Context: an optimization exercise on an open-source flow, tuned for small area. The choices shown serve that exercise and are no tape-out recipe.
The RTL was checked by simulation tests, not by an equivalence proof against the original design.
Power is estimated from default activity; no workload was simulated.

### flow/design.v
`timescale 1ns / 1ps
module Contador_Comparador(
	input clk, rst,
	input enable,
	output iguales
	);
localparam [12:0] FIRST = 13'h0310;
localparam [10:0] LAST  = 11'h388;
reg [12:0] lfsr;
assign iguales = (lfsr[10:0] == LAST);
always @(posedge rst or posedge clk)
	if (rst) lfsr <= FIRST;
	else if (enable | iguales) lfsr <= {lfsr[11:0], lfsr[12] ^ lfsr[2]} ^ {2'b0, iguales, 10'd0};
endmodule
`timescale 1ns / 1ps
module Debouncer(
	input Clock,
	input Reset,
	input Switch,
	output Sw_Clean
	);
wire Delay_End;
reg c, a, b;
always @(posedge Reset or posedge Clock)
	if (Reset) begin
		c <= 1'b0;
		a <= 1'b0;
		b <= 1'b0;
	end else begin
		c <= c ? ~Delay_End : (b | (a & ~Switch));
		a <= a ^ (c & Delay_End);
		b <= ~c & ~a & ~b & Switch;
	end
assign Sw_Clean = c;
Contador_Comparador CC(.clk(Clock), .rst(Reset), .enable(Switch), .iguales(Delay_End));
endmodule
`timescale 1ns / 1ps
module MaquinaEstados(
	input A,
	input B,
	input clk,
	input reset,
	output step,
	output down
);
reg p, q, r;
wire second = r ? A : B;
always @(posedge clk, posedge reset)
	if (reset) begin
		p <= 1'b0;
		q <= 1'b0;
	end else begin
		p <= p ? ~second : (~q & (A ^ B));
		q <= p & second;
	end
always @(posedge clk)
	r <= p ? r : B;
assign step = q;
assign down = r;
endmodule
`timescale 1ns / 1ps
module SumadorRotary #(parameter [11:0] resetValue = 12'd0)(
	input clk,
	input reset,
	input step,
	input down,
	output reg [15:0] result
	);
wire up = step & ~down;
wire dn = step & down;
wire [15:0] s;
add_chain #(16) add(.a(result), .b({{12{up}}, dn, dn, dn, step}), .cin(1'b0), .s(s), .co());
always @(posedge reset or posedge clk)
	if (reset) result <= ~{4'd0, resetValue};
	else result <= s;
endmodule
`timescale 1ns / 1ps
module RotaryEncoders #(parameter [11:0] resetValue = 12'd0)(
	input clk,
	input reset,
	input LeftA,
	input LeftB,
	input RightA,
	input RightB,
	output [15:0] result,	 
	output [15:0] result2,
	output moved		 
	);
wire la, lb, ra, rb;
wire step1, down1, step2, down2;
Debouncer deb1(.Clock(clk), .Reset(reset), .Switch(LeftA), .Sw_Clean(la));
Debouncer deb2(.Clock(clk), .Reset(reset), .Switch(LeftB), .Sw_Clean(lb));
MaquinaEstados maquina1(.A(la), .B(lb), .clk(clk), .reset(reset), .step(step1), .down(down1));
SumadorRotary #(resetValue) sumador(.clk(clk), .reset(reset), .step(step1), .down(down1), .result(result));
Debouncer deb4(.Clock(clk), .Reset(reset), .Switch(RightA), .Sw_Clean(ra));
Debouncer deb3(.Clock(clk), .Reset(reset), .Switch(RightB), .Sw_Clean(rb));
MaquinaEstados maquina2(.A(ra), .B(rb), .clk(clk), .reset(reset), .step(step2), .down(down2));
SumadorRotary #(resetValue) sumador2(.clk(clk), .reset(reset), .step(step2), .down(down2), .result(result2));
assign moved = step1 | step2;
endmodule
`timescale 1ns / 1ps
module clockdiv(
	input wire clk,
	input wire clr,
	output reg dclk
	);
always @(posedge clk or posedge clr)
	if (clr) dclk <= 1'b0;
	else dclk <= ~dclk;
endmodule
`timescale 1ns / 1ps
module vga640x480(
	input wire clk,			 
	input wire pix_en,		 
	input wire moved,		 
	input wire clr,			 
	input [15:0] nposx,		 
	input [15:0] nposy,
	input [15:0] nposx2,
	input [15:0] nposy2,
	output wire hsync,
	output wire vsync,
	output wire [2:0] red,
	output wire [2:0] green,
	output wire [1:0] blue,
	output [3:0] score1,
	output [3:0] score2
	);
reg [9:0] ha;
reg [9:0] va;
wire hneg = ha[9] & ha[8];
wire vneg = va[9];
wire hend = ha[9] & ~ha[8] & ha[7] & ha[3] & ha[2] & ha[1] & ha[0];	 
wire vend = ~va[9] & va[8] & va[7] & va[6] & va[5] & va[3] & va[0];	 
wire [9:0] ha_inc, va_inc;
inc_chain #(10) hinc(.q(ha), .cin(pix_en & ~hend), .s(ha_inc));
inc_chain #(10) vinc(.q(va), .cin(pix_en & hend & ~vend), .s(va_inc));
wire hload = pix_en & hend;		 
wire vload = pix_en & hend & vend;	 
always @(posedge clk or posedge clr)
	if (clr) begin
		ha <= 10'd880;
		va <= 10'd993;
	end else begin
		ha <= (ha_inc | ({10{hload}} & 10'b01_0111_0000)) & ~({10{hload}} & 10'b00_1000_1111);
		va <= (va_inc | ({10{vload}} & 10'b10_0000_0000)) & ~({10{vload}} & 10'b00_0000_1000);
	end
assign hsync = ~hneg | (ha[7] & ha[6] & (ha[5] | ha[4]));
assign vsync = ~vneg | va[4] | va[3] | va[2] | ~(va[1] ^ va[0]);
reg [8:0] ball;
wire [9:0] dh1, dh2, dhb;
wire [8:0] dv1, dv2, dvb;
wire ch1, ch2, chb, cv1, cv2, cvb;
add_chain #(10) sh1(.a(ha[9:0]), .b(nposx[9:0]),  .cin(1'b0), .s(dh1), .co(ch1));
add_chain #(10) sh2(.a(ha[9:0]), .b(nposx2[9:0]), .cin(1'b0), .s(dh2), .co(ch2));
add_chain #(10) shb(.a(ha[9:0]), .b({1'b1, ~ball}), .cin(1'b0), .s(dhb), .co(chb));
add_chain #(9)  sv1(.a(va[8:0]), .b(nposy[8:0]),  .cin(1'b0), .s(dv1), .co(cv1));
add_chain #(9)  sv2(.a(va[8:0]), .b(nposy2[8:0]), .cin(1'b0), .s(dv2), .co(cv2));
add_chain #(9)  svb(.a(va[8:0]), .b(~ball), .cin(1'b0), .s(dvb), .co(cvb));
wire h1 = ~hneg & &nposx[15:10]  & ch1 & ~|dh1[9:5] & ~(dh1[4] & (dh1[3] | dh1[2] | (dh1[1] & dh1[0])));
wire h2 = ~hneg & &nposx2[15:10] & ch2 & ~|dh2[9:5] & ~(dh2[4] & (dh2[3] | dh2[2] | (dh2[1] & dh2[0])));
wire v1 = ~vneg & &nposy[15:9]   & cv1 & ~|dv1[8:5] & ~(dv1[4] & (dv1[3] | dv1[2] | (dv1[1] & dv1[0])));
wire v2 = ~vneg & &nposy2[15:9]  & cv2 & ~|dv2[8:5] & ~(dv2[4] & (dv2[3] | dv2[2] | (dv2[1] & dv2[0])));
wire hb = ~hneg & chb & ~|dhb[9:4] & ~(dhb[3] & (dhb[2] | dhb[1] | dhb[0]));
wire vb = ~vneg & cvb & ~|dvb[8:4] & ~(dvb[3] & (dvb[2] | dvb[1] | dvb[0]));
wire p1 = h1 & v1;
wire p2 = h2 & v2;
wire pb = hb & vb;
reg [7:0] player1_color;
reg [7:0] player2_color;
assign {red, green, blue} = (p1 & p2 & pb) ? 8'b101_110_01 :
                            p1 ? player1_color :
                            p2 ? player2_color :
                            pb ? 8'b001_111_01 : 8'b0;
reg [8:0] random;
wire rend = random[8] & random[7] & random[4];	 
wire [8:0] random_inc;
inc_chain #(9) rinc(.q(random), .cin(pix_en & ~rend), .s(random_inc));
always @(posedge clk or posedge clr)
	if (clr) random <= 9'd0;
	else random <= random_inc & ~({9{pix_en & rend}} & 9'b1_1001_0000);
wire [8:0] cx1, cy1, cx2, cy2;
wire kx1, ky1, kx2, ky2;
add_chain #(9) scx1(.a(ball), .b(nposx[8:0]),  .cin(1'b1), .s(cx1), .co(kx1));
add_chain #(9) scy1(.a(ball), .b(nposy[8:0]),  .cin(1'b1), .s(cy1), .co(ky1));
add_chain #(9) scx2(.a(ball), .b(nposx2[8:0]), .cin(1'b1), .s(cx2), .co(kx2));
add_chain #(9) scy2(.a(ball), .b(nposy2[8:0]), .cin(1'b1), .s(cy2), .co(ky2));
wire in1x = &nposx[15:9]  & kx1 & ~|cx1[8:5] & ~(cx1[4] & (cx1[3] | (cx1[2] & (cx1[1] | cx1[0]))));
wire in1y = &nposy[15:9]  & ky1 & ~|cy1[8:5] & ~(cy1[4] & (cy1[3] | (cy1[2] & (cy1[1] | cy1[0]))));
wire in2x = &nposx2[15:9] & kx2 & ~|cx2[8:5] & ~(cx2[4] & (cx2[3] | (cx2[2] & (cx2[1] | cx2[0]))));
wire in2y = &nposy2[15:9] & ky2 & ~|cy2[8:5] & ~(cy2[4] & (cy2[3] | (cy2[2] & (cy2[1] | cy2[0]))));
reg moved_q;
wire catch1 = moved_q & in1x & in1y;
wire catch2 = moved_q & ~(in1x & in1y) & in2x & in2y;
wire [7:0] c1_inc, c2_inc;
inc_chain #(8) c1i(.q(player1_color), .cin(catch1), .s(c1_inc));
inc_chain #(8) c2i(.q(player2_color), .cin(catch2), .s(c2_inc));
always @(posedge clk or posedge clr)
	if (clr) begin
		moved_q <= 1'b0;
		ball <= 9'd300;
		player1_color <= 8'b11100110;
		player2_color <= 8'b00101011;
	end else begin
		moved_q <= moved;
		if (catch1 | catch2) ball <= random;
		player1_color <= c1_inc;
		player2_color <= c2_inc;
	end
assign score1 = player1_color[3:0] - 4'd6;
assign score2 = player2_color[3:0] - 4'd11;
endmodule
`timescale 1ns / 1ps
module inc_chain #(parameter N = 4)(
	input [N-1:0] q,
	input cin,
	output [N-1:0] s
	);
wire [N:0] c;
assign c[0] = cin;
genvar i;
generate for (i = 0; i < N; i = i + 1) begin : g
	assign s[i] = q[i] ^ c[i];
	assign c[i+1] = q[i] & c[i];
end endgenerate
endmodule
module add_chain #(parameter N = 4)(
	input [N-1:0] a,
	input [N-1:0] b,
	input cin,
	output [N-1:0] s,
	output co
	);
wire [N:0] c;
assign c[0] = cin;
genvar i;
generate for (i = 0; i < N; i = i + 1) begin : g
	assign s[i] = a[i] ^ b[i] ^ c[i];
	assign c[i+1] = (a[i] & b[i]) | (a[i] & c[i]) | (b[i] & c[i]);
end endgenerate
assign co = c[N];
endmodule
`timescale 1ns / 1ps
module Timer(
	input clk, rst,
	output toggle
	);
localparam [17:0] FIRST = 18'h0db34;
localparam [17:0] LAST  = 18'h26c9a;
reg [17:0] lfsr;
assign toggle = (lfsr == LAST);
always @(posedge rst, posedge clk)
	if (rst) lfsr <= FIRST;
	else lfsr <= {lfsr[16:0], lfsr[17] ^ lfsr[10]} ^ {8'd0, toggle, 9'd0};
endmodule
`timescale 1ns / 1ps
module bin_to_hex(
    input w,
    input x,
    input y,
    input z,
    output [6:0] num
    );
		assign num[6]= (~w&~x&~y&z)| (~w&x&~y&~z)| (w&x&~y&z)| (w&~x&y&z);
		assign num[5]= (w&x&y&z)| (w&x&y&~z)| (w&x&~y&~z)| (w&~x&y&z)|(~w&x&y&~z)|(~w&x&~y&z);
		assign num[4]= (~w&~x&y&~z)| (w&x&~y&~z)| (w&x&y);
		assign num[3]= (x&y&z)| (~x&~y&z)| (w&~x&y&~z)| (~w&x&~y&~z);
		assign num[2]= (~w&z)| (~x&~y&z)| (~w&x&~y);
		assign num[1] = (~w&~x&~y&z)| (~w&~x&y&z)| (~w&~x&y&~z)| (~w&x&y&z)| (w&x&~y&z);
		assign num[0]= (~w&~x&~y)| (~w&x&y&z)| (w&x&~y&~z);
endmodule
`timescale 1ns / 1ps
module Display(
	input clk,
	input rst,
	input [3:0] score1,
	input [3:0] score2,
	output [6:0] numOut,
	output [3:0] transistor
	);
wire tggl;
reg [1:0] sw;
Timer dispTimer(.clk(clk), .rst(rst), .toggle(tggl));
always @(posedge rst, posedge clk)
	if (rst) sw <= 2'd0;
	else if (tggl) sw <= sw + 2'd1;
wire [3:0] cur = sw[0] ? (sw[1] ? 4'd1 : 4'd2) : (sw[1] ? score1 : score2);
assign transistor = sw[0] ? (sw[1] ? 4'b1110 : 4'b1011) : (sw[1] ? 4'b1101 : 4'b0111);
bin_to_hex converter(.w(cur[3]), .x(cur[2]), .y(cur[1]), .z(cur[0]), .num(numOut));
endmodule
`timescale 1ns / 1ps
module SuperBallPickupMasterRotaryChampionDeluxe5(
	input LeftA,
	input LeftB,
	input RightA,
	input RightB,
	input LeftA2,
	input LeftB2,
	input RightA2,
	input RightB2,
	input wire clk,			 
	input wire reset,			 
	output wire [6:0] seg,	 
	output wire [3:0] an,	 
	output wire dp,			 
	output wire [2:0] red,	 
	output wire [2:0] green, 
	output wire [1:0] blue,	 
	output wire hsync,		 
	output wire vsync,			 
	output resetOut
	);
assign dp = 1;
wire [15:0] posx, posy, posx2, posy2;
wire moved1, moved2;
wire dclk;
wire [3:0] score1, score2;
RotaryEncoders #(12'd100) rot(.clk(clk), .reset(reset), .LeftA(LeftA), .LeftB(LeftB), .RightA(RightA), .RightB(RightB), .result(posx), .result2(posy), .moved(moved1));
RotaryEncoders #(12'd400) rot2(.clk(clk), .reset(reset), .LeftA(LeftA2), .LeftB(LeftB2), .RightA(RightA2), .RightB(RightB2), .result(posx2), .result2(posy2), .moved(moved2));
clockdiv U1(.clk(clk), .clr(reset), .dclk(dclk));
vga640x480 U3(.clk(clk), .pix_en(~dclk), .moved(moved1 | moved2), .clr(reset), .hsync(hsync), .vsync(vsync),
	.nposx(posx), .nposy(posy), .nposx2(posx2), .nposy2(posy2), .red(red), .green(green), .blue(blue),
	.score1(score1), .score2(score2));
Display outputDisp(.clk(clk), .rst(reset), .score1(score1), .score2(score2), .numOut(seg), .transistor(an));
assign resetOut = reset;
endmodule
### flow/constraint.sdc
create_clock -name core_clock -period 20.0 [get_ports {clk}]
set_input_delay 4.0000 -clock core_clock [delete_from_list [all_inputs] [get_ports {clk}]]
set_output_delay 4.0000 -clock core_clock [all_outputs]
set_load 0.01 [all_outputs]
### flow/standard.sh
#!/bin/bash
# synth_recipe.tcl (not shown) runs the flow's synth.tcl, then flattens the netlist and writes it again
# the make line also repeats each setting of config.mk as NAME=value (left out here)
make -C /OpenROAD-flow-scripts/flow DESIGN_CONFIG=/design/flow/config.mk WORK_HOME=/design/flow/orfs CLKGATE_MAP_FILE= SYNTH_SCRIPT=/design/flow/synth_recipe.tcl "${@:-finish}"
### flow/config.mk
export PLATFORM = sky130hd
export DESIGN_NAME = SuperBallPickupMasterRotaryChampionDeluxe5
export DESIGN_NICKNAME = SuperBallPickupMasterRotaryChampionDeluxe5
export VERILOG_FILES = /design/flow/design.v
export SDC_FILE = /design/flow/constraint.sdc
export NUM_CORES = 4
export LEC_CHECK = 0
export CAP_MARGIN = 20
export CORE_MARGIN = 2
export CORE_UTILIZATION = 40
export SLEW_MARGIN = 20
### flow/flow/run.sh
#!/bin/bash
# Layout flow: the standard synthesis and layout (standard.sh), with a
# lighter clock tree (clkbuf_4 leaf buffers driving about 8 flip-flops each,
# no dummy loads) and the smallest buffer (buf_1) on the input and output ports.
# Each step's full output goes to its own log here (synth.log, layout.log),
# besides ORFS's per-step logs under orfs/logs.
set -euo pipefail
bash standard.sh synth > synth.log 2>&1
bash standard.sh \
  "CTS_ARGS=-sink_clustering_enable -repair_clock_nets -dont_use_dummy_load -buf_list sky130_fd_sc_hd__clkbuf_4 -sink_clustering_size 8 -sink_clustering_max_diameter 80" \
  "BUFFER_PORTS_ARGS=-buffer_cell sky130_fd_sc_hd__buf_1" \
  finish > layout.log 2>&1
==> impl_results.md, run 1 <==
* DRT Wirelength at 25600 um
* Syn Nets at 1274
* DR WL/cell at 16.0 um
* Placed inst area at between 15000 and 20000 um2
* Finished Layout Cells at ~1600
* Placed cells at between 1500 and 2000
* Final TNS setup at 0 ns
* Synth warn at 9
* WHS Path Cells at 0
* Post CTS Setup Buffer Count at 0
* # IOs at 33
* Largest net degree at the start of global routing at 136
* Post-synth top flop: dfrtp_1
* R2R setup slack at ~13 ns
* Die area at 37900 um2
* Lkg Pwr at 7.10 nW
* Via count at ~8200
* Initial Util at 40.8%
* Row count at 69
* Residual DRC at 0
* Final setup violation count at 0
* Initial DRC count at 427
* Distinct cells, synth at about 60
* Hold Path Class: reg -> reg
* Layout area overhead at 6.80%
* Worst-Skew Late Latency at between 0.6 and 0.7 ns
* Total GRT Usage at 14.5%
* Worst EP required at 16.00 ns
* Gr ovfl total at 0
* CTS sink count at 280
* Worst slew pin tran at ~0.95 ns
* Maxcap violations at 0
* Yosys reg bits at 280
* Post-route ant nets at 0
* Final net count at 1337
* Yosys top cell by area: dfrtp_1
* Global-route wire length before repair at 44900 um
* RSZ-0062 raised after global routing: no
* Period utilisation layout at roughly 55%
* CTS Buf Count at 41
* Number of flops mapped to enable cells by yosys at 4
* Hold Startpoint: outputDisp.dispTimer.lfsr[4]
* Hold worst-path end: outputDisp.dispTimer.lfsr[5]
* Skew final at roughly 0.08 ns
* Fmax at 90.6 MHz
* Gpl congestion at 0.810
* Syn avg cell area at 13.5 um2
* Wl on met1 at 11800 um
* Metal3 WL at 1050 um
* Hold Violations, Final at 0
* CTS Hold Bufs at 0
* Max IR drop VDD at 0.0350 mV
* Synth Instances at 1079
* Cell Pwr Density at 99.1 nW/um2
* Synthesized cell area at ~15000 um2
* Sequential-to-total area share from yosys stat at roughly half
* Htree depth at 2
* Clock root cell: clkbuf_4
* Chip height at 195 um
* Max-slew violations at 0
* R2R Path End: U3.player2_color[7]
* CTS tree: yes
* Via density per instance at 5.12
* Core Region at 35700 um2
* Highest metal used: met4
* Crit path max fanout at 6
* Vias in the first global route at 8751
* Synth top area share at between 20 and 30%
* Ratio of cells with drive above 1 in the final layout at 23.2%
* Crit. End Element: primary output
* Fin util at 43.6%
* Finished Cell Area at 15500 um2
* WP data arrival at 7.04 ns
* Antenna violations before repair at 1
* Clock-pin slew on the worst setup and hold paths at between 0.1 and 0.15 ns
* Post-DP HPWL at 18400 um
* Post-CTS Resized at 0
* CP Launch Type: flop
* Fraction of registers with async set/reset at 98.6%
* Crit path time final at 11.04 ns
* Input/output buffers at 31
* Status: timing/DRC/antenna clean
* Worst Path Class, Setup: reg -> out
* DR pass1 iterations at 4
* RR Startpoint: U3.ball[0]
* R2R cell count at 25
* Chip width at between 150 and 200 um
* Routed wire length on met2 at around 12000 um
* Area contributors post-synth: dfrtp_1 29%, dfstp_2 20%, fa_1 17%
* Relative slew slack at 36.3%
* Clock buffer depth at 3
[per-layer routing]
metal	global-route usage (%)	vias to the layer above
met5	0	-
met1	19.9	4189
li1	-	3840
met2	23.8	134
met3	2.45	46
met4	4.05	0
[sequential cells by signal, summed over array words and instances (netlist names), 10 cells and up]
register	count
rot.deb3.CC.lfsr	13
rot2.sumador2.result	16
rot.sumador2.result	16
rot2.deb2.CC.lfsr	13
rot2.deb4.CC.lfsr	13
rot.deb2.CC.lfsr	13
rot.sumador.result	16
outputDisp.dispTimer.lfsr	18
rot2.deb3.CC.lfsr	13
U3.ha	10
rot2.sumador.result	16
U3.va	10
rot.deb4.CC.lfsr	13
rot.deb1.CC.lfsr	13
rot2.deb1.CC.lfsr	13
[cells by family (layout without fill, tap and decap cells)]
family	Yosys count	after routing	share of synthesized area [%]
AO/OA/AOI/OAI	92	92	4.54
XOR/XNOR	51	51	3.07
adder cells (fa/ha/maj)	185	185	22.4
buffers and inverters	92	153	2.45
flip-flops	280	280	49.3
multiplexers	108	108	8.26
other	1	2	0.0258
AND/OR/NAND/NOR	270	270	9.98
[cells in the final DEF, fill, tap and decap left out, types with 21 or more instances in the layout]
| master | n |
|---|---|
| mux2i_1 | 21 |
| fa_1 | 126 |
| ha_1 | 59 |
| buf_1 | 31 |
| dfrtp_1 | 167 |
| nor2_1 | 41 |
| clkbuf_4 | 41 |
| inv_1 | 76 |
| xnor2_1 | 38 |
| nand2_1 | 85 |
| dfstp_2 | 109 |
| mux2_2 | 83 |
[per-stage QoR]
stage | hold slack [ns] | setup slack (ns) | power [mW]
after global routing | 0.366 | 8.54 | 1.67
final | 0.354 | 8.96 | 1.54
after global placement | 0.354 | 9.70 | 1.26
after CTS | 0.355 | 8.95 | 1.57
after floorplan | 0.347 | 8.57 | 1.15
after detailed placement | 0.355 | 9.65 | 1.28
[synthesized netlist by cell type (all sizes together) (3+ instances only)]
cell type,number
nand2,85
buf,3
xnor2,38
o211ai,6
a22oi,5
nor4bb,7
nor4,14
ha,59
or4,12
a2111o,3
a2bb2oi,4
and3,7
a211o,3
dfrtp,167
or4b,7
edfxtp,4
o22ai,9
nand4,13
clkbuf,12
a31oi,4
mux2i,22
a32oi,3
dfstp,109
o21ai,15
a21oi,13
fa,126
inv,77
a21bo,4
xor2,13
o21a,4
o31a,8
nor4b,13
nor3,19
or2,6
nor2,41
nand3,19
mux2,86
nor2b,18
[worst max-delay path, stage by stage, from the launching register on]
cell	delay, ns
dfrtp_1	0.48
ha_1	0.26
fa_1	0.45
fa_1	0.42
inv_1	0.08
fa_1	0.17
inv_1	0.05
fa_1	0.44
fa_1	0.46
fa_1	0.46
fa_1	0.47
fa_1	0.47
fa_1	0.48
nor4_1	0.35
nand4_1	0.25
or4_1	0.61
a21oi_1	0.22
a22o_1	0.16
buf_1	0.15
[how the worst max path moves through the flow]
stage / from / to / slack [ns] / cells after the start
after floorplan: reset / U1.dclk / 8.57 / 1
after global placement: U3.ha[0] / red[1] / 9.70 / 18
after detailed placement: U3.ha[0] / red[1] / 9.65 / 18
after CTS: U3.ha[0] / red[1] / 8.95 / 18
after global routing: U3.ha[0] / green[0] / 8.54 / 19
final: U3.ha[0] / red[1] / 8.96 / 18
[where the power goes]
group	switching, mW	internal [mW]
Sequential	0.137	0.753
Combinational	0.178	0.192
Clock	0.185	0.0944
[cell type report]
type	instances	area (um2)
fillers	3296	20100
flip-flops and latches	280	7160
multi-input cells	707	7040
well taps	461	577
clock buffers	41	308
inverters	77	297
repair buffers	35	146
diodes	1	2.50
==> run 2, diff against run 1 <==
--- a/flow/design.v
+++ b/flow/design.v
@@ -246,9 +246,9 @@
 	output toggle
 	);
 localparam [17:0] FIRST = 18'h0db34;
-localparam [17:0] LAST  = 18'h26c9a;
+localparam [16:0] LAST  = 17'h06c9a;	 
 reg [17:0] lfsr;
-assign toggle = (lfsr == LAST);
+assign toggle = (lfsr[16:0] == LAST);
 always @(posedge rst, posedge clk)
 	if (rst) lfsr <= FIRST;
 	else lfsr <= {lfsr[16:0], lfsr[17] ^ lfsr[10]} ^ {8'd0, toggle, 9'd0};
==> run 2 against run 1 <==
  * Setup slack better by 0.11 ns
  * Critical path type unchanged
  * Wire length is 0.56% higher
  * First-iteration DRC count decreased by 3.0%
  * Maximum frequency up 0.98%
  * Utilization unchanged
  * Hold slack worse by 0.0064 ns
  * Sequential power hardly changed
  * Cell count is 0.19% higher
  * Critical endpoint is now blue[1]
==> impl_results.md, run 2 <==
* Status: timing/DRC/antenna clean
* Layout area overhead at 6.80%
* Row count at 69
* DR pass1 iterations at 4
* Skew final at 0.105 ns
* Final setup violation count at 0
* Via count at 8205
* Fin util at 43.6%
* Worst slew pin tran at 0.948 ns
* RR Startpoint: U3.ball[0]
* Synthesized cell area at between 10000 and 15000 um2
* Most frequent cells in the layout: 167 x dfrtp_1, 126 x fa_1, 109 x dfstp_2
* Reg area at 7160 um2
* Area contributors post-synth: dfrtp_1 29%, dfstp_2 20%, fa_1 17%
* DR WL/cell at ~16 um
* Yosys reg bits at between 200 and 300
* Max-slew violations at 0
* Most frequent cell after synthesis: dfrtp_1
* Via density per instance at between 5 and 6
* Synth warn at 9
* Gpl congestion at 0.838
* Hold Violations, Final at 0
* Max IR drop VDD at 0.0320 mV
* Synth top area share at 28.7%
* Area of the multi-input gates at 7040 um2
* Final TNS setup at 0 ns
* CTS Hold Bufs at 0
* Global-route wire length before repair at 45100 um
* Fmax at ~91 MHz
* Syn Nets at 1277
* Post-route ant nets at 0
* Worst-Skew Late Latency at 0.69 ns
* Post-DP HPWL at 18600 um
* Clock-pin slew on the worst setup and hold paths at 0.11 ns
* Htree depth at 2
* Post-synth top flop: dfrtp_1
* Worst Path Class, Setup: reg -> out
* Synth cell count leaders: 167 x dfrtp_1, 126 x fa_1, 109 x dfstp_2
* Die area at between 30000 and 40000 um2
* Crit. End Element: primary output
* Largest net degree at the start of global routing at 134
* Cell Pwr Density at 99.3 nW/um2
* Vias in the first global route at 8909
* Yosys top cell by area: dfrtp_1
* Finished Cell Area at 15500 um2
* RSZ-0062 raised after global routing: no
* WHS Path Cells at 0
* CTS Buf Count at 41
* R2R cell count at 25
* Worst EP required at 16.00 ns
* Largest register FFs at 18
* Largest Register: outputDisp.dispTimer.lfsr
* Placed inst area at 15200 um2
* Worst path cell trace: ha_1, fa_1, fa_1, inv_1, fa_1, inv_1, fa_1, fa_1, fa_1, fa_1, fa_1, fa_1, nor4_1, nand4_1, or4_1, a21oi_1, a22o_1, buf_1
* Fraction of registers with async set/reset at 98.6%
* Crit path time final at 10.93 ns
* Ratio of cells with drive above 1 in the final layout at 23.0%
* R2R setup slack at ~13 ns
* CTS tree: yes
* Period utilisation layout at a little over half
* Post CTS Setup Buffer Count at 0
* CTS sink count at 280
* Crit path max fanout at 6
* Gr ovfl total at 0
* CP Launch Type: flop
* WP data arrival at between 6 and 7 ns
* Hold Startpoint: outputDisp.dispTimer.lfsr[4]
* Chip height at about 190 um
* Crit-path max cell delay at 0.61 ns
* Clock root cell: clkbuf_4
* # fillers at 3298
* Total GRT Usage at 14.6%
* # IOs at 33
* Clock buffer depth at 3
* Initial DRC count at roughly 410
* Residual DRC at 0
* Sequential-to-total area share from yosys stat at 49.3%
* Number of flops mapped to enable cells by yosys at 4
* Final net count at 1340
* Crit-path most repeated cell: fa_1
* Commonest non-fill, non-tap cell in the layout: dfrtp_1
* Synth Instances at ~1100
* R2R Path End: U3.player2_color[7]
* Initial Util at 40.8%
* Syn avg cell area at 13.4 um2
* DRT Wirelength at between 20000 and 30000 um
* Hold Path Class: reg -> reg
* Maxcap violations at 0
* Relative slew slack at 36.5%
* Lkg Pwr at 7.10 nW
* Fin Hold WS at approximately 0.35 ns
* Core Region at 35700 um2
* Input/output buffers at 31
* Hold worst-path end: outputDisp.dispTimer.lfsr[5]
* Chip width at a little under 200 um
* Slowest cell on crit path: or4_1
* Distinct cells, synth at 60
* Antenna violations before repair at 1
* Post-CTS Resized at 0
-- run 2: cell count changes in the layout (fill, tap and decap cells not counted), sizes merged, moves of 2 or more --
cell | previous run | this run
nor4b | 13 | 16
nor2 | 41 | 39
nor4bb | 7 | 4
nand2 | 85 | 91
nor3 | 19 | 21
-- run 2: cell type report --
| cell class | instances | share of cell area [%] |
|---|---|---|
| sequential | 280 | 46.1 |
| multi-input combinational | 710 | 45.3 |
| tap | 461 | 3.71 |
| clock buffer | 41 | 1.98 |
| inverter | 77 | 1.91 |
| timing repair buffer | 35 | 0.942 |
| antenna | 1 | 0.0161 |
-- run 2: critical path: cells and delay by family, from the launching register on --
kind	cells	cell delay, ns
DFF	1	0.47
AOI/OAI and AO/OA	2	0.36
buffers and inverters	3	0.30
and+or+nand+nor	3	1.11
adders and majority gates	10	4.13
-- run 2: worst max path at each step --
stage / startpoint / endpoint / cells after the start / slack [ns]
4_1_cts: U3.ha[0] / blue[1] / 18 / 8.94
3_3_place_gp: U3.ha[0] / blue[1] / 18 / 9.72
5_1_grt: U3.ha[0] / red[1] / 18 / 8.60
6_report: U3.ha[0] / blue[1] / 18 / 9.07
2_1_floorplan: reset / U1.dclk / 1 / 8.57
3_5_place_dp: U3.ha[0] / blue[1] / 18 / 9.65
-- run 2: layer usage --
| metal | vias to the layer above | part of all wire, % | wire, um | track usage (%) |
|---|---|---|---|---|
| li1 | 3844 | - | - | - |
| met1 | 4174 | 47 | 12000 | 20.0 |
| met2 | 139 | 47 | 12000 | 23.5 |
| met3 | 48 | 4.2 | 1090 | 2.86 |
| met4 | 0 | 2.5 | 634 | 5.01 |
| met5 | - | 0 | 0 | 0 |
-- run 2: cells by family (layout without fill, tap and decap cells) --
kind of cell	count (synthesis)	count (layout)	share of synthesized area, %
DFF	280	280	49.3
muxes	107	107	8.18
adders and majority gates	185	185	22.4
xor gates and xnor gates	51	51	3.07
other	1	2	0.0258
AOI/OAI and AO/OA	92	92	4.54
and+or+nand+nor	274	274	10.1
buffers and inverters	92	153	2.45
-- run 2: per-stage QoR --
stage / worst slack, ns / std cells / power, mW
2_1_floorplan: 8.57 / 1082 / 1.16
3_3_place_gp: 9.72 / 1563 / 1.26
3_5_place_dp: 9.65 / 1563 / 1.28
4_1_cts: 8.94 / 1604 / 1.57
5_1_grt: 8.60 / 1605 / 1.67
6_report: 9.07 / 1605 / 1.54
-- run 2: power by group --
group / switching [mW] / internal (mW) / total, mW
Clock: 0.185 / 0.0944 / 0.279
Combinational: 0.181 / 0.192 / 0.373
Sequential: 0.137 / 0.753 / 0.891
Total: 0.503 / 1.04 / 1.54
==> run 3, diff against run 2 <==
==> flow/flow/run.sh (replaced) <==
#!/bin/bash
# Layout flow: the standard synthesis and layout (standard.sh), with a
# lighter clock tree (clkbuf_4 leaf buffers driving about 8 flip-flops each,
# no dummy loads), the smallest buffer (buf_1) on the input and output ports,
# and power recovery after global routing (downsizes gates that have slack).
# Each step's full output goes to its own log here (synth.log, layout.log),
# besides ORFS's per-step logs under orfs/logs.
set -euo pipefail
bash standard.sh synth > synth.log 2>&1
bash standard.sh \
  "CTS_ARGS=-sink_clustering_enable -repair_clock_nets -dont_use_dummy_load -buf_list sky130_fd_sc_hd__clkbuf_4 -sink_clustering_size 8 -sink_clustering_max_diameter 80" \
  "BUFFER_PORTS_ARGS=-buffer_cell sky130_fd_sc_hd__buf_1" \
  "RECOVER_POWER=100" \
  finish > layout.log 2>&1
==> run 3 against run 2 <==
  * The layout now fails its checks (capacitance limit, slew limit)
  * Via count barely moved
  * Clock power barely moved
  * Hold slack barely moved
  * Critical path type is now in -> async
  * Highest routed layer unchanged
==> impl_results.md, run 3 <==
* Skew final at 0.106 ns
* Most frequent cell after synthesis: dfrtp_1
* Chip height at about 190 um
* Sequential-to-total area share from yosys stat at 49.3%
* Post-CTS Resized at 0
* Gpl congestion at 0.838
* CTS sink count at 280
* Number of flops mapped to enable cells by yosys at 4
* Crit. End Element: async pin
* CP Launch Type: input port
* Max-slew violations at 320
* Synth cell count leaders: 167 x dfrtp_1, 126 x fa_1, 109 x dfstp_2
* Chip width at 195 um
* Clk network pwr share at 18.1%
* Initial Util at 40.8%
* Internal power at 1.04 mW
* Antenna violations before repair at 1
* Synth warn at 9
* WHS Path Cells at 0
* Most frequent cells in the layout: 167 x dfrtp_1, 126 x fa_1, 97 x dfstp_2
* Distinct cells, synth at 60
* Synth top area share at 28.7%
* Final setup violation count at 0
* Core Region at 35700 um2
* Hold Startpoint: outputDisp.dispTimer.lfsr[4]
* Final WS setup at 7.22 ns
* Commonest non-fill, non-tap cell in the layout: dfrtp_1
* Reg area at 7160 um2
* Total GRT Usage at 14.6%
* Input/output buffers at 31
* Post-synth top flop: dfrtp_1
* Final TNS setup at 0 ns
* # fillers at 3299
* Synthesized cell area at around 15000 um2
* Largest Register: outputDisp.dispTimer.lfsr
* RR Startpoint: U3.ball[0]
* Design Power at between 1.5 and 2 mW
* Syn Nets at 1277
* R2R setup slack at 13.11 ns
* R2R cell count at 25
* Period utilisation layout at 63.9%
* Vias in the first global route at 8909
* Htree depth at 2
* Cell Pwr Density at around 99 nW/um2
* Fraction of power consumed by sequential logic at 57.8%
* CTS tree: yes
* DRT Wirelength at 25800 um
* Clock root cell: clkbuf_4
* R2R Path End: U3.player2_color[7]
* Relative slew slack at -282%
* Fail Reasons: capacitance limit, slew limit
* Largest net degree at the start of global routing at 134
* Lkg Pwr at 7.09 nW
* Placed cells at 1563
* Via count at around 8000
* Status: finished with violations
* Die area at 37900 um2
* RSZ-0062 raised after global routing: no
* Crit path time final at 12.78 ns
* Maxcap violations at 6
* WP data arrival at 12.74 ns
* Fmax at roughly 78 MHz
* Post CTS Setup Buffer Count at 0
* Post-DP HPWL at 18600 um
* Final net count at around 1300
* Row count at 69
* Global-route wire length before repair at ~45000 um
* Via density per instance at between 5 and 6
* Worst-Skew Late Latency at 0.68 ns
* DR pass1 iterations at 5
* Hold Violations, Final at 0
* Synth Instances at between 1000 and 1500
* Clock buffer depth at 3
* CTS Buf Count at 41
* DR WL/cell at roughly 16 um
* Yosys top cell by area: dfrtp_1
* Crit path max fanout at ~130
* Sw frac at 32.5%
* Worst EP required at 19.95 ns
* Max IR drop VDD at 0.0320 mV
* Hold Path Class: reg -> reg
* Post-route ant nets at 0
* Residual DRC at 0
* Area contributors post-synth: dfrtp_1 29%, dfstp_2 20%, fa_1 17%
* Worst slew pin tran at 5.72 ns
* Finished Layout Cells at 1605
* Layout area overhead at 6.47%
* Clock-pin slew on the worst setup and hold paths at 0.11 ns
* Gr ovfl total at 0
* # IOs at 33
* CTS Hold Bufs at 0
* Initial DRC count at 388
* Sw Pwr at 0.501 mW
* Fin util at 43.4%
* Ratio of cells with drive above 1 in the final layout at 21.2%
* Pre-CTS WS at around 9.6 ns
* Yosys reg bits at 280
* Area of the multi-input gates at 7010 um2
* Largest register FFs at 18
* Hold worst-path end: outputDisp.dispTimer.lfsr[5]
* Worst Path Class, Setup: in -> async
* Fraction of registers with async set/reset at ~100%
* Logic pwr share at 24.1%
* Syn avg cell area at approximately 13 um2
## run 3: cell counts after synthesis
Identical to the previous run, type by type.
## run 3: cells by family (layout without fill, tap and decap cells)
family / count (synthesis) / count (layout) / share of synthesized area (%)
fa+ha+maj: 185 / 185 / 22.4
mux: 107 / 107 / 8.18
flops: 280 / 280 / 49.3
other cells: 1 / 2 / 0.0258
compound gates: 92 / 92 / 4.54
xor+xnor: 51 / 51 / 3.07
buf+inv: 92 / 153 / 2.45
simple gates: 274 / 274 / 10.1
## run 3: layer usage
metal | up-vias | GRT usage (%) | part of all wire (%)
met5 | - | 0 | 0
met4 | 0 | 5.01 | 2.5
met1 | 4176 | 20.0 | 47
met3 | 49 | 2.86 | 3.8
li1 | 3847 | - | -
met2 | 129 | 23.5 | 47
## run 3: power groups by stage
stage	Combinational, mW	Clock (mW)	Sequential [mW]
finish	0.371	0.278	0.890
global route	0.439	0.319	0.913
CTS	0.382	0.300	0.893
detailed placement	0.379	0	0.902
global placement	0.362	0	0.899
floorplan	0.299	0	0.856
## run 3: area by class of cell
type / count / area share [%]
clock buffers: 41 / 1.99
repair buffers: 35 / 0.848
flip-flops and latches: 280 / 46.3
inverters: 77 / 1.87
diodes: 1 / 0.0162
multi-input cells: 710 / 45.3
well taps: 461 / 3.72
## run 3: worst max path at each step
| stage | start | endpoint |
|---|---|---|
| 2_1_floorplan | reset | U1.dclk |
| 3_3_place_gp | U3.ha[0] | blue[1] |
| 3_5_place_dp | U3.ha[0] | blue[1] |
| 4_1_cts | U3.ha[0] | blue[1] |
| 5_1_grt | reset | rot2.sumador.result[7] |
| 6_report | reset | rot2.sumador.result[7] |
## run 3: critical path, cell delays in order
cell and delay (ns):
buf_1 0.09, clkinvlp_2 3.11, clkbuf_1 2.79, clkbuf_1 2.65
## run 3: stage by stage
stage          hold slack, ns  cell area (um2)
2_1_floorplan           0.347            14500
3_3_place_gp            0.355            15200
3_5_place_dp            0.357            15200
4_1_cts                 0.351            15500
5_1_grt                 0.368            15500
6_report                0.348            15500
==> run 4, diff against run 3 <==
==> flow/run.sh (new file) <==
#!/bin/bash
# synth_recipe.tcl (not shown) runs the flow's synth.tcl, then flattens the netlist and writes it again
# the make line also repeats each setting of config.mk as NAME=value (left out here)
make -C /OpenROAD-flow-scripts/flow DESIGN_CONFIG=/design/flow/config.mk WORK_HOME=/design/flow/orfs CLKGATE_MAP_FILE= SYNTH_SCRIPT=/design/flow/synth_recipe.tcl finish
--- a/flow/config.mk
+++ b/flow/config.mk
@@ -8,4 +8,7 @@
 export CAP_MARGIN = 20
 export CORE_MARGIN = 2
 export CORE_UTILIZATION = 40
+export CTS_BUF_LIST = sky130_fd_sc_hd__clkbuf_4
+export CTS_CLUSTER_DIAMETER = 80
+export CTS_CLUSTER_SIZE = 8
 export SLEW_MARGIN = 20
removed: flow/flow/run.sh
removed: flow/standard.sh
==> run 4 against run 3 <==
  * Critical path type is now reg -> out
  * The run now finishes clean
  * Critical path depth increased by 14
  * Clock power increased by 35%
  * Critical endpoint is now red[1]
  * Register-to-register slack got worse by 0.14 ns
  * Highest routed layer unchanged
==> impl_results.md, run 4 <==
* # fillers at 3252
* Synth cell count leaders: 167 x dfrtp_1, 126 x fa_1, 109 x dfstp_2
* Distinct cells, synth at 60
* Syn avg cell area at between 10 and 15 um2
* Residual DRC at 0
* DR WL/cell at 15.9 um
* Most frequent cell after synthesis: dfrtp_1
* Post-CTS Resized at 0
* Ratio of cells with drive above 1 in the final layout at 25.2%
* CTS Buf Count at 40
* Period utilisation layout at 57.0%
* Sequential-to-total area share from yosys stat at between 40% and 50%
* Final TNS setup at 0 ns
* DR pass1 iterations at 5
* Fmax at 87.7 MHz
* WP data arrival at 7.40 ns
* Hold Path Class: reg -> reg
* Via count at 8335
* Relative slew slack at 36.4%
* Clk network pwr share at a little under a quarter
* Clock-pin slew on the worst setup and hold paths at about 0.11 ns
* Largest net degree at the start of global routing at 81
* Gr ovfl total at 0
* Sw frac at 31.5%
* Post-DP HPWL at 18700 um
* Skew final at 0.0250 ns
* Clock root cell: clkbuf_4
* Row count at between 60 and 70
* Initial DRC count at just under 400
* Logic pwr share at 22.7%
* Clock buffer depth at 3
* Crit path max fanout at 6
* Worst slew pin tran at 0.950 ns
* Internal power at 1.12 mW
* Number of flops mapped to enable cells by yosys at 4
* CP Launch Type: flop
* Commonest non-fill, non-tap cell in the layout: dfrtp_1
* Cell Pwr Density at about 100 nW/um2
* Htree depth at 2
* Crit path time final at 11.40 ns
* CTS Hold Bufs at 0
* Largest Register: outputDisp.dispTimer.lfsr
* Maxcap violations at 0
* Post CTS Setup Buffer Count at 0
* Total GRT Usage at 14.6%
* DRT Wirelength at 26100 um
* Chip width at 195 um
* Syn Nets at 1277
* Fraction of registers with async set/reset at 98.6%
* Post-synth top flop: dfrtp_1
* Max-slew violations at 0
* Global-route wire length before repair at 45200 um
* Worst-Skew Late Latency at 0.66 ns
* Largest register FFs at 18
* Input/output buffers at 31
* RSZ-0062 raised after global routing: no
* Most frequent cells in the layout: 167 x dfrtp_1, 126 x fa_1, 109 x dfstp_2
* Die area at between 30000 and 40000 um2
* Chip height at 195 um
* Core Region at around 36000 um2
* Lkg Pwr at 7.35 nW
* CTS sink count at 280
* Worst Path Class, Setup: reg -> out
* Hold Violations, Final at 0
* R2R setup slack at 12.97 ns
* # IOs at 33
* Post-route ant nets at 0
* Synth warn at 9
* Final net count at between 1000 and 1500
* Yosys top cell by area: dfrtp_1
* Synth top area share at 28.7%
* Area contributors post-synth: dfrtp_1 29%, dfstp_2 20%, fa_1 17%
* Layout area overhead at 10.0%
* Status: timing/DRC/antenna clean
* Initial Util at 40.8%
* Gpl congestion at around 0.83
* Sw Pwr at 0.516 mW
* Via density per instance at 5.09
* Max IR drop VDD at 0.0363 mV
* Synthesized cell area at around 15000 um2
* Yosys reg bits at 280
* Final WS setup at around 8.6 ns
* Pre-CTS WS at 9.30 ns
* Fraction of power consumed by sequential logic at 54.4%
* CTS tree: yes
* Crit. End Element: primary output
* Synth Instances at between 1000 and 1500
* Vias in the first global route at 8854
* Antenna violations before repair at 1
* Final setup violation count at 0
* Worst EP required at 16.00 ns
-- run 4: cell types whose count changed in the layout (fill, tap and decap cells not counted), sizes merged --
cell | previous run | this run
inv | 76 | 77
clkinvlp | 1 | 0
bufinv | 0 | 1
clkbuf | 53 | 73
clkdlybuf4s50 | 0 | 31
buf | 23 | 5
-- run 4: final cells by class --
type	count	area (um2)	area share, %
multi-input cells	710	7040	44.0
repair buffers	36	348	2.17
inverters	77	297	1.85
diodes	1	2.50	0.0156
clock buffers	73	548	3.42
clock inverters	1	30.0	0.188
flip-flops and latches	280	7160	44.8
well taps	461	577	3.60
-- run 4: routing by layer --
| metal | routed length, um | GRT usage, % |
|---|---|---|
| met5 | 0 | 0 |
| met4 | 449 | 3.87 |
| met3 | 999 | 2.59 |
| met2 | 12400 | 23.6 |
| met1 | 12200 | 20.4 |
-- run 4: power groups by stage --
| stage | combinational, mW | clock [mW] | sequential (mW) |
|---|---|---|---|
| floorplan | 0.299 | 0 | 0.856 |
| global placement | 0.360 | 0 | 0.899 |
| detailed placement | 0.379 | 0 | 0.903 |
| CTS | 0.381 | 0.393 | 0.894 |
| global route | 0.439 | 0.420 | 0.915 |
| finish | 0.372 | 0.374 | 0.891 |
-- run 4: worst max-delay path: stages, from the launching register on --
cell and delay, ns:
dfrtp_1 0.48, ha_1 0.26, fa_1 0.45, fa_1 0.42, inv_1 0.08, fa_1 0.16
inv_1 0.05, fa_1 0.44, fa_1 0.46, fa_1 0.46, fa_1 0.47, fa_1 0.47
fa_1 0.50, nor4_1 0.28, nand4_1 0.24, or4_1 0.61, a21oi_1 0.22, a22o_1 0.16
clkdlybuf4s50_1 0.53
-- run 4: kinds of logic after synthesis --
group	Yosys count	synth area share, %
xor gates and xnor gates	51	3.07
buffers and inverters	92	2.45
DFF	280	49.3
other	1	0.0258
muxes	107	8.18
and+or+nand+nor	274	10.1
adders and majority gates	185	22.4
AOI/OAI and AO/OA	92	4.54
-- run 4: path summary, 6_finish.rpt --
kind,start,end,cells past startpoint
max,U3.ha[0],red[1],18
min,outputDisp.dispTimer.lfsr[11],outputDisp.dispTimer.lfsr[12],0
max reg2reg,U3.ball[0],U3.player2_color[7],25
min reg2reg,outputDisp.dispTimer.lfsr[11],outputDisp.dispTimer.lfsr[12],0
max in group asynchronous,reset,rot2.deb2.CC.lfsr[1],4
min in group asynchronous,reset,U3.random[6],2
-- run 4: metrics by stage --
step,area (um2),power [mW],hold WS [ns],util [%],cells
floorplan,14500,1.16,0.347,-,1082
global route,16000,1.77,0.376,44.9,1639
detailed placement,15400,1.28,0.358,43.2,1564
CTS,16000,1.67,0.369,44.9,1638
global placement,15400,1.26,0.354,43.2,1564
finish,16000,1.64,0.361,44.9,1639

==> afterwards: timing with drivers on the ports <==
How much do the figures lean on ideal ports? The routed layouts below were timed once more, with nothing changed but the port constraints. Step 1 (the two cells are an assumption about what drives the block):
set clk [get_ports {clk}]
set_driving_cell -lib_cell sky130_fd_sc_hd__clkbuf_16 $clk
set_driving_cell -lib_cell sky130_fd_sc_hd__buf_2 [delete_from_list [all_inputs] $clk]
Step 2 adds t to the input delays and takes it off the output delays; t is the mean of the earliest and latest rising clock arrival at the registers after step 1. Input paths then give back, and output paths get back, about the clock's delay inside the block. Slacks: ideal / step 1 / step 2; pairs: ideal / step 1.
run | t (ns) | setup WS [ns] | worst hold slack (ns) | worst slew at a driven data input, ns
run 1 | 0.678 | 8.962 / 8.919 / 9.597 | 0.354 / 0.354 / 0.354 | 0.04
run 2 | 0.679 | 9.069 / 9.025 / 9.704 | 0.348 / 0.348 / 0.348 | 0.04
run 3 | 0.674 | 7.217 / 7.240 / 6.566 | 0.348 / 0.348 / 0.348 | 0.04
run 4 | 0.692 | 8.597 / 8.552 / 9.244 | 0.361 / 0.361 / 0.361 | 0.04
The setup slack of run 3, which loses most, moves by +0.023 ns with the drivers and by -0.651 ns with both steps. The worst setup slack also covers recovery checks on asynchronous resets.
